This is an optimization exercise on Yosys and OpenROAD, whose aim is small area, a short achievable clock period and few clock cycles per item, not a production implementation.
Where RTL was checked, it was by simulation tests only, not by an equivalence proof against the original.
Power is estimated from default activity; no workload was simulated.

Setup of oak:
==> flow/design.v <==
`timescale 1ns / 1ps
`default_nettype none
module Final_p(quotient, remainder, done, rowk, columnk, equal, clk, rst);
output [15:0] quotient, remainder;
output done;
input equal, clk, rst;
input [3:0] rowk, columnk;
wire row_ok = (rowk == 4'd1) | (rowk == 4'd2) | (rowk == 4'd4) | (rowk == 4'd8);
wire col_ok = (columnk == 4'd1) | (columnk == 4'd2) | (columnk == 4'd4) | (columnk == 4'd8);
wire kv = row_ok & col_ok;
wire [3:0] d;
assign d[3] = rowk[3] | (rowk[2] & ~columnk[1]) | (rowk[1] & columnk[3]);
assign d[2] = rowk[3] | (rowk[1] & ~columnk[3]) | (rowk[0] & columnk[3]);
assign d[1] = ((rowk[3] | rowk[2]) & (columnk[3] | columnk[2])) |
              ((rowk[1] | rowk[0]) & (columnk[2] | columnk[1]));
assign d[0] = (rowk[3] & (columnk[3] | columnk[1])) | (rowk[2] & (columnk[3] | columnk[0])) |
              ((rowk[1] | rowk[0]) & (columnk[2] | columnk[0]));
reg prev_kv;
wire press = kv & ~prev_kv;
reg [2:0] cnt;		 
reg full;		 
reg [15:0] r;		 
reg [15:0] dv;		 
reg [15:0] q;		 
reg [4:0] p;		 
reg nz;			 
wire dnz = (d != 4'd0);
wire first = (cnt == 3'd4);
wire last = (cnt == 3'd7);
wire nzp = nz & ~first;					 
wire [3:0] nd = d[3] ? d : d[2] ? {d[2:0], 1'b0} : d[1] ? {d[1:0], 2'b0} : {d[0], 3'b0};
wire [2:0] pdec = ~cnt[2] ? 3'd1 : (nzp | d[3]) ? 3'd4 : d[2] ? 3'd3 : d[1] ? 3'd2 : 3'd1;
wire [4:0] pn = p - {2'b00, pdec};
reg [4:0] pa;
always @(*) begin
	case ({cnt[1:0], d[3], d[2], d[1]})
		5'b00100, 5'b00101, 5'b00110, 5'b00111: pa = 5'd12;
		5'b00010, 5'b00011: pa = 5'd11;
		5'b00001: pa = 5'd10;
		5'b00000: pa = 5'd9;
		5'b01100, 5'b01101, 5'b01110, 5'b01111: pa = 5'd8;
		5'b01010, 5'b01011: pa = 5'd7;
		5'b01001: pa = 5'd6;
		5'b01000: pa = 5'd5;
		5'b10100, 5'b10101, 5'b10110, 5'b10111: pa = 5'd4;
		5'b10010, 5'b10011: pa = 5'd3;
		5'b10001: pa = 5'd2;
		5'b10000: pa = 5'd1;
		5'b11100, 5'b11101, 5'b11110, 5'b11111: pa = 5'd0;
		5'b11010, 5'b11011: pa = 5'd31;
		5'b11001: pa = 5'd30;
		default: pa = 5'd29;
	endcase
end
wire [3:0] val = press ? (nzp ? d : nd) : 4'd0;
wire [6:0] t = {3'b000, val} << p[1:0];
wire [4:0] nib;				 
assign nib[0] = (p[4:2] == 3'b111);
assign nib[1] = (p[4:2] == 3'b000);
assign nib[2] = (p[4:2] == 3'b001);
assign nib[3] = (p[4:2] == 3'b010);
assign nib[4] = (p[4:2] == 3'b011);
wire [15:0] placed;
genvar gi;
generate
	for (gi = 0; gi < 16; gi = gi + 1) begin : pl_bits
		if (gi % 4 == 3) begin : hi
			assign placed[gi] = nib[gi / 4 + 1] & t[3];
		end
		else begin : lo
			assign placed[gi] = (nib[gi / 4 + 1] & t[gi % 4]) | (nib[gi / 4] & t[gi % 4 + 4]);
		end
	end
endgenerate
wire run = ~((p[4:2] == 3'b011) | (p[4:2] == 3'b100) | (p[4:2] == 3'b101) | (p[4:2] == 3'b110));
wire step = full & run;
wire [16:0] diff = {1'b0, r} - {1'b0, dv};
wire ge = ~diff[16];
assign done = equal & full & ~run;
assign quotient = q;
assign remainder = r;
always @(posedge clk or posedge rst) begin
	if (rst) begin
		prev_kv <= 1'b0;
		cnt <= 3'd0;
		full <= 1'b0;
	end
	else begin
		prev_kv <= kv;
		if (press) begin
			cnt <= {cnt[2] ^ (cnt[1] & cnt[0]), cnt[1] ^ cnt[0], ~cnt[0]};
			full <= last;
		end
	end
end
always @(posedge clk) begin
	if (press & ~cnt[2])
		r <= {r[11:0], d};
	else if (step & ge)
		r <= diff[15:0];
	if (cnt[2])
		dv <= ((press & first) ? 16'd0 : dv) | placed;
	else
		dv <= {1'b0, dv[15:1]};
	if ((press & last) | step)
		q <= cnt[2] ? 16'd0 : {q[14:0], ge};
	if (press) begin
		if (~cnt[2]) begin
			if (cnt[1:0] == 2'd0)
				p <= dnz ? pa : 5'b11100;
			else if (~nz & dnz)
				p <= pa;
			nz <= (nz & (cnt[1:0] != 2'd0)) | dnz;
		end
		else begin
			nz <= nzp | dnz;
			if (nzp | dnz)
				p <= pn;
			else if (last)
				p <= 5'd11;		 
		end
	end
	else if (step)
		p <= pn;
end
endmodule
`default_nettype wire
export LEC_CHECK = 0
export CAP_MARGIN = 20
export CORE_MARGIN = 2
export CORE_UTILIZATION = 65
export PLACE_DENSITY = 0.8
export SETUP_SLACK_MARGIN = 1.25
export SLEW_MARGIN = 20
create_clock -name core_clock -period 4.0 [get_ports {clk}]
standard.sh (not shown) runs the stock make flow with config.mk's settings and CLKGATE_MAP_FILE= SYNTH_SCRIPT=/design/flow/synth_recipe.tcl, a recipe that flattens the netlist after the stock synthesis.
==> flow/flow/run.sh <==
#!/bin/bash
# The standard layout (standard.sh), with these make settings changed:
#  - plain sky130_fd_sc_hd__buf_1 cells as the port buffers (every port still gets one);
#  - MATCH_CELL_FOOTPRINT=0: the resizer may swap a cell for any other of the
#    same function;
#  - CTS_ARGS: clock tree synthesis without dummy loads.
# Synthesis is the standard one.  The full make output goes to standard.log.
set -u
bash standard.sh finish \
  'BUFFER_PORTS_ARGS=-buffer_cell sky130_fd_sc_hd__buf_1' \
  MATCH_CELL_FOOTPRINT=0 \
  'CTS_ARGS=-sink_clustering_enable -repair_clock_nets -dont_use_dummy_load -buf_list sky130_fd_sc_hd__clkbuf_4 -sink_clustering_size 40 -sink_clustering_max_diameter 200' > standard.log 2>&1
Input changes introduced in pine (baseline for comparison: oak):
diff --git a/flow/design.v b/flow/design.v
--- a/flow/design.v
+++ b/flow/design.v
@@ -52,7 +52,7 @@
 		default: pa = 5'd29;
 	endcase
 end
-wire [3:0] val = press ? (nzp ? d : nd) : 4'd0;
+wire [3:0] val = nzp ? d : nd;
 wire [6:0] t = {3'b000, val} << p[1:0];
 wire [4:0] nib;				 
 assign nib[0] = (p[4:2] == 3'b111);
@@ -98,10 +98,8 @@
 		r <= {r[11:0], d};
 	else if (step & ge)
 		r <= diff[15:0];
-	if (cnt[2])
-		dv <= ((press & first) ? 16'd0 : dv) | placed;
-	else
-		dv <= {1'b0, dv[15:1]};
+	if ((press & cnt[2]) | step)
+		dv <= cnt[2] ? ((first ? 16'd0 : dv) | placed) : {1'b0, dv[15:1]};
 	if ((press & last) | step)
 		q <= cnt[2] ? 16'd0 : {q[14:0], ge};
 	if (press) begin
Findings:
Compared with oak, cell area in pine decreased slightly. In the reports for oak and pine, the larger non-clock buffer count belongs to oak. Between oak and pine, DRC violation total after the first TritonRoute iteration is higher for oak, pine comes in under that. Looking only at number of distinct library cells after synthesis, and setting everything else aside, the lower value of oak and pine goes to pine. Re met2 usage: pine is 3.8 points down on oak. pine vs. oak: smallest setup slack after layout went up by 0.080 ns. Delta (pine minus oak): post-route core utilization saw a decrease, via count saw a decrease, maximum frequency saw an increase, first-pass GRT wire length saw a decrease. Detailed-routing iteration count for the pre-antenna-repair pass was lower in the run labelled oak. oak ended up with rowk[1] as its launch point of the critical path; pine ended up with r[8]$_DFFE_PP_. Reported for oak and pine, total of buffers placed on input and output ports turned out identical to the last digit. For the post-CTS clock slew at the launch and capture registers of the worst setup and hold paths, pine came in 0.03 ns higher than oak did.
Testbench counts of pine, summed over its fixed seeds: cycles 9,363, divisions 1,600.
For oak, only the layout was checked, not whether the RTL still works.

* * *

== R ==
Another version of the RTL of Final_p (not shown whole).
Size in the first run: about 59 flip-flops, roughly 44 I/O pins, about 0.0044 sq mm of cells after synthesis.
==> module Final_p, before the edit <==
module Final_p(quotient, remainder, done, rowk, columnk, equal, clk, rst);
output [15:0] quotient, remainder;
output done;
input equal, clk, rst;
input [3:0] rowk, columnk;
function [4:0] add5;
	input [4:0] x;
	input [4:0] k;
	integer v;
	begin
		add5 = 5'd0;
		for (v = 0; v < 32; v = v + 1)
			if (x == v)
				add5 = v + k;
	end
endfunction
wire row_ok = (rowk == 4'd1) | (rowk == 4'd2) | (rowk == 4'd4) | (rowk == 4'd8);
wire col_ok = (columnk == 4'd1) | (columnk == 4'd2) | (columnk == 4'd4) | (columnk == 4'd8);
wire kv = row_ok & col_ok;
wire [3:0] d;
assign d[3] = rowk[3] | (rowk[2] & ~columnk[1]) | (rowk[1] & columnk[3]);
assign d[2] = rowk[3] | (rowk[1] & ~columnk[3]) | (rowk[0] & columnk[3]);
assign d[1] = ((rowk[3] | rowk[2]) & (columnk[3] | columnk[2])) |
              ((rowk[1] | rowk[0]) & (columnk[2] | columnk[1]));
assign d[0] = (rowk[3] & (columnk[3] | columnk[1])) | (rowk[2] & (columnk[3] | columnk[0])) |
              ((rowk[1] | rowk[0]) & (columnk[2] | columnk[0]));
reg prev_kv;
wire press = kv & ~prev_kv;
reg [2:0] cnt;		 
reg full;		 
reg [15:0] r;		 
reg [15:0] dv;		 
reg [15:0] q;		 
reg [4:0] p;		 
reg nz;			 
wire dnz = (d != 4'd0);
wire first = (cnt == 3'd4);
wire last = (cnt == 3'd7);
wire nzp = nz & ~first;					 
wire [3:0] nd = d[3] ? d : d[2] ? {d[2:0], 1'b0} : d[1] ? {d[1:0], 2'b0} : {d[0], 3'b0};
wire [4:0] pm1 = add5(p, 5'd31);
wire [4:0] pm2 = add5(p, 5'd30);
wire [4:0] pm3 = add5(p, 5'd29);
wire [4:0] pm4 = add5(p, 5'd28);
wire [4:0] pl = d[3] ? pm4 : d[2] ? pm3 : d[1] ? pm2 : pm1;
reg [4:0] pa;
always @(*) begin
	case ({cnt[1:0], d[3], d[2], d[1]})
		5'b00100, 5'b00101, 5'b00110, 5'b00111: pa = 5'd12;
		5'b00010, 5'b00011: pa = 5'd11;
		5'b00001: pa = 5'd10;
		5'b00000: pa = 5'd9;
		5'b01100, 5'b01101, 5'b01110, 5'b01111: pa = 5'd8;
		5'b01010, 5'b01011: pa = 5'd7;
		5'b01001: pa = 5'd6;
		5'b01000: pa = 5'd5;
		5'b10100, 5'b10101, 5'b10110, 5'b10111: pa = 5'd4;
		5'b10010, 5'b10011: pa = 5'd3;
		5'b10001: pa = 5'd2;
		5'b10000: pa = 5'd1;
		5'b11100, 5'b11101, 5'b11110, 5'b11111: pa = 5'd0;
		5'b11010, 5'b11011: pa = 5'd31;
		5'b11001: pa = 5'd30;
		default: pa = 5'd29;
	endcase
end
wire [3:0] val = nzp ? d : nd;
wire [6:0] t = {3'b000, val} << p[1:0];
wire [4:0] nib;				 
assign nib[0] = (p[4:2] == 3'b111);
assign nib[1] = (p[4:2] == 3'b000);
assign nib[2] = (p[4:2] == 3'b001);
assign nib[3] = (p[4:2] == 3'b010);
assign nib[4] = (p[4:2] == 3'b011);
wire [15:0] placed;
genvar gi;
generate
	for (gi = 0; gi < 16; gi = gi + 1) begin : pl_bits
		if (gi % 4 == 3) begin : hi
			assign placed[gi] = nib[gi / 4 + 1] & t[3];
		end
		else begin : lo
			assign placed[gi] = (nib[gi / 4 + 1] & t[gi % 4]) | (nib[gi / 4] & t[gi % 4 + 4]);
		end
	end
endgenerate
wire run = nz & ~((p[4:2] == 3'b011) | (p[4:2] == 3'b100) | (p[4:2] == 3'b101) | (p[4:2] == 3'b110));
wire step = full & run;
wire [16:0] diff = {1'b0, r} - {1'b0, dv};
wire ge = ~diff[16];
assign done = equal & full & ~run;
assign quotient = q;
assign remainder = r;
always @(posedge clk or posedge rst) begin
	if (rst) begin
		prev_kv <= 1'b0;
		cnt <= 3'd0;
		full <= 1'b0;
	end
	else begin
		prev_kv <= kv;
		if (press) begin
			cnt <= {cnt[2] ^ (cnt[1] & cnt[0]), cnt[1] ^ cnt[0], ~cnt[0]};
			full <= last;
		end
	end
end
always @(posedge clk) begin
	if (press & ~cnt[2])
		r <= {r[11:0], d};
	else if (step & ge)
		r <= diff[15:0];
	if ((press & cnt[2]) | step)
		dv <= cnt[2] ? ((first ? 16'd0 : dv) | placed) : {1'b0, dv[15:1]};
	if ((press & last) | step)
		q <= cnt[2] ? {16{~(nzp | dnz)}} : {q[14:0], ge};
	if (press) begin
		if (~cnt[2]) begin
			if (cnt[1:0] == 2'd0)
				p <= dnz ? pa : 5'b11100;
			else if (~nz & dnz)
				p <= pa;
			nz <= (nz & (cnt[1:0] != 2'd0)) | dnz;
		end
		else begin
			nz <= nzp | dnz;
			if (nzp)
				p <= pm4;
			else if (dnz)
				p <= pl;
		end
	end
	else if (step)
		p <= pm1;
end
endmodule
export LEC_CHECK = 0
export CAP_MARGIN = 20
export CORE_MARGIN = 2
export CORE_UTILIZATION = 40
export CTS_BUF_LIST = sky130_fd_sc_hd__clkbuf_8
export CTS_CLUSTER_DIAMETER = 200
export CTS_CLUSTER_SIZE = 40
export SETUP_SLACK_MARGIN = 1.2
export SLEW_MARGIN = 20
create_clock -name core_clock -period 4.0 [get_ports {clk}]
==> flow/flow/run.sh <==
#!/bin/bash
# Standard ORFS layout, with plain buffers on the ports and the resizer free to
# swap any cell for another of the same function.
set -u
bash standard.sh finish \
  'BUFFER_PORTS_ARGS=-buffer_cell sky130_fd_sc_hd__buf_1' \
  MATCH_CELL_FOOTPRINT=0 > standard.log 2>&1
Testbench counts of R, summed over its fixed seeds: cycles 9,363, divisions 1,600.
The inputs of T differ from those of R as listed below.
diff --git a/flow/design.v b/flow/design.v
--- a/flow/design.v
+++ b/flow/design.v
@@ -1,4 +1,3 @@
 `timescale 1ns / 1ps
-`default_nettype none
 module Final_p(quotient, remainder, done, rowk, columnk, equal, clk, rst);
 output [15:0] quotient, remainder;
@@ -67,24 +66,13 @@
 	endcase
 end
-wire [3:0] val = nzp ? d : nd;
-wire [6:0] t = {3'b000, val} << p[1:0];
-wire [4:0] nib;				 
-assign nib[0] = (p[4:2] == 3'b111);
-assign nib[1] = (p[4:2] == 3'b000);
-assign nib[2] = (p[4:2] == 3'b001);
-assign nib[3] = (p[4:2] == 3'b010);
-assign nib[4] = (p[4:2] == 3'b011);
-wire [15:0] placed;
-genvar gi;
-generate
-	for (gi = 0; gi < 16; gi = gi + 1) begin : pl_bits
-		if (gi % 4 == 3) begin : hi
-			assign placed[gi] = nib[gi / 4 + 1] & t[3];
-		end
-		else begin : lo
-			assign placed[gi] = (nib[gi / 4 + 1] & t[gi % 4]) | (nib[gi / 4] & t[gi % 4 + 4]);
-		end
-	end
-endgenerate
+reg [15:0] placed;
+integer i, j;
+always @(*) begin
+	placed = 16'd0;
+	for (i = 0; i < 16; i = i + 1)
+		for (j = 0; j < 4; j = j + 1)
+			if (p == ((i - j) & 31))
+				placed[i] = placed[i] | (nzp ? d[j] : nd[j]);
+end
 wire run = nz & ~((p[4:2] == 3'b011) | (p[4:2] == 3'b100) | (p[4:2] == 3'b101) | (p[4:2] == 3'b110));
 wire step = full & run;
@@ -137,3 +125,2 @@
 end
 endmodule
-`default_nettype wire
Findings:
T: flow completed, timing, DRC and antenna clean
Looking at the reports, R completed the entire flow and the layout it produced met the timing, design-rule and antenna checks.
Compared T against R; clock skew after layout within noise.
T vs. R: xor-xnor portion of the synthesized cell area stayed essentially flat; final net count rose by 31.
The run showing the greater fraction of the mapped netlist area in adder cells is R.
On post-layout worst setup margin, T does worse than R.
T vs. R: fraction of power consumed by combinational cells now sits lower, overall routed net length now sits higher, placeable core region now sits higher, time the worst path needs with I/O delays and setup now sits higher.
Vias: T more than R
Testbench counts of T, summed over its fixed seeds: cycles 9,363, divisions 1,600.

* * *

== TR ==
Final_p again, from the RTL that the note above started with.
Settings: LEC_CHECK=0, CAP_MARGIN=20, CORE_MARGIN=2, CORE_UTILIZATION=65, PLACE_DENSITY=0.8, SETUP_SLACK_MARGIN=1.2, SLEW_MARGIN=20; clock period 4.0 ns.
==> flow/flow/run.sh <==
#!/bin/bash
# The standard layout (standard.sh), with these make settings changed:
#  - plain sky130_fd_sc_hd__buf_1 cells as the port buffers (every port still gets one);
#  - MATCH_CELL_FOOTPRINT=0: the resizer may swap a cell for any other of the
#    same function;
#  - CTS_ARGS: clock tree synthesis without dummy loads.
# Synthesis is the standard one.  The full make output goes to standard.log.
set -u
bash standard.sh finish \
  'BUFFER_PORTS_ARGS=-buffer_cell sky130_fd_sc_hd__buf_1' \
  MATCH_CELL_FOOTPRINT=0 \
  'CTS_ARGS=-sink_clustering_enable -repair_clock_nets -dont_use_dummy_load -buf_list sky130_fd_sc_hd__clkbuf_8 -sink_clustering_size 40 -sink_clustering_max_diameter 200' > standard.log 2>&1
Testbench counts of TR, summed over its fixed seeds: cycles 9,363, divisions 1,600.
Changes in JK relative to TR:
diff --git a/flow/design.v b/flow/design.v
--- a/flow/design.v
+++ b/flow/design.v
@@ -4,19 +4,8 @@
 output [15:0] quotient, remainder;
 output done;
 input equal, clk, rst;
 input [3:0] rowk, columnk;
-function [4:0] add5;
-	input [4:0] x;
-	input [4:0] k;
-	integer v;
-	begin
-		add5 = 5'd0;
-		for (v = 0; v < 32; v = v + 1)
-			if (x == v)
-				add5 = v + k;
-	end
-endfunction
 wire row_ok = (rowk == 4'd1) | (rowk == 4'd2) | (rowk == 4'd4) | (rowk == 4'd8);
 wire col_ok = (columnk == 4'd1) | (columnk == 4'd2) | (columnk == 4'd4) | (columnk == 4'd8);
 wire kv = row_ok & col_ok;
 wire [3:0] d;
@@ -39,13 +28,10 @@
 wire first = (cnt == 3'd4);
 wire last = (cnt == 3'd7);
 wire nzp = nz & ~first;					 
 wire [3:0] nd = d[3] ? d : d[2] ? {d[2:0], 1'b0} : d[1] ? {d[1:0], 2'b0} : {d[0], 3'b0};
-wire [4:0] pm1 = add5(p, 5'd31);
-wire [4:0] pm2 = add5(p, 5'd30);
-wire [4:0] pm3 = add5(p, 5'd29);
-wire [4:0] pm4 = add5(p, 5'd28);
-wire [4:0] pl = d[3] ? pm4 : d[2] ? pm3 : d[1] ? pm2 : pm1;
+wire [2:0] pdec = ~cnt[2] ? 3'd1 : (nzp | d[3]) ? 3'd4 : d[2] ? 3'd3 : d[1] ? 3'd2 : 3'd1;
+wire [4:0] pn = p - {2'b00, pdec};
 reg [4:0] pa;
 always @(*) begin
 	case ({cnt[1:0], d[3], d[2], d[1]})
 		5'b00100, 5'b00101, 5'b00110, 5'b00111: pa = 5'd12;
@@ -85,9 +71,9 @@
 			assign placed[gi] = (nib[gi / 4 + 1] & t[gi % 4]) | (nib[gi / 4] & t[gi % 4 + 4]);
 		end
 	end
 endgenerate
-wire run = nz & ~((p[4:2] == 3'b011) | (p[4:2] == 3'b100) | (p[4:2] == 3'b101) | (p[4:2] == 3'b110));
+wire run = ~((p[4:2] == 3'b011) | (p[4:2] == 3'b100) | (p[4:2] == 3'b101) | (p[4:2] == 3'b110));
 wire step = full & run;
 wire [16:0] diff = {1'b0, r} - {1'b0, dv};
 wire ge = ~diff[16];
 assign done = equal & full & ~run;
@@ -114,9 +100,9 @@
 		r <= diff[15:0];
 	if ((press & cnt[2]) | step)
 		dv <= cnt[2] ? ((first ? 16'd0 : dv) | placed) : {1'b0, dv[15:1]};
 	if ((press & last) | step)
-		q <= cnt[2] ? {16{~(nzp | dnz)}} : {q[14:0], ge};
+		q <= cnt[2] ? 16'd0 : {q[14:0], ge};
 	if (press) begin
 		if (~cnt[2]) begin
 			if (cnt[1:0] == 2'd0)
 				p <= dnz ? pa : 5'b11100;
@@ -125,15 +111,15 @@
 			nz <= (nz & (cnt[1:0] != 2'd0)) | dnz;
 		end
 		else begin
 			nz <= nzp | dnz;
-			if (nzp)
-				p <= pm4;
-			else if (dnz)
-				p <= pl;
+			if (nzp | dnz)
+				p <= pn;
+			else if (last)
+				p <= 5'd11;		 
 		end
 	end
 	else if (step)
-		p <= pm1;
+		p <= pn;
 end
 endmodule
 `default_nettype wire
==> comparison <==
For TR, the worst-path cell with the longest stage delay was edfxtp_1, unlike JK, where it was fa_2.
[compare] base=TR new=JK: global placer's final weighted congestion shows a reduction of 0.11, share of post-route cells with drive strength above 1 shows an increase of 3.7 points, synthesized cell area shows a reduction of about 7%, hold slack shows no meaningful change, achievable clock frequency shows no meaningful change.
Compared with TR, JK shows share of the core filled with cells in the final layout higher by 5.4 points.
On post-route standard cell area excluding fillers, JK does better than TR.
Between TR and JK, the setup slack is higher for JK.
Testbench counts of JK, summed over its fixed seeds: cycles 9,363, divisions 1,600.

[static timing again, ports no longer ideal]
How much do the figures lean on ideal ports? The routed layouts below were timed once more, with nothing changed but the port constraints. Step 1: set_driving_cell puts a clkbuf_16 on clk and a buf_2 on each other input, an assumption about the parent block. Step 2, shift: input delay + t, output delay - t, t = (earliest + latest rising clock arrival at the registers) / 2. This alone moves slack from input paths to output paths. Slacks: ideal / step 1 / step 2; pairs: ideal / step 1.
run	t (ns)	setup slack, ns	worst register clock-pin slew, ns	worst data-port slew with drivers (ns)
oak	0.431	1.330 / 1.336 / 0.905	0.11 / 0.11	0.03
pine	0.419	1.410 / 1.410 / 1.036	0.11 / 0.11	0.03
R	0.382	1.279 / 1.279 / 1.045	0.08 / 0.08	0.03
T	0.388	1.225 / 1.238 / 0.850	0.07 / 0.07	0.03
TR	0.363	1.318 / 1.318 / 0.996	0.06 / 0.06	0.03
JK	0.365	1.325 / 1.325 / 1.014	0.07 / 0.07	0.03
After both steps setup and hold are still met in every run listed. The setup slack of oak, which loses most, moves by +0.006 ns with the drivers and by -0.425 ns with both steps.
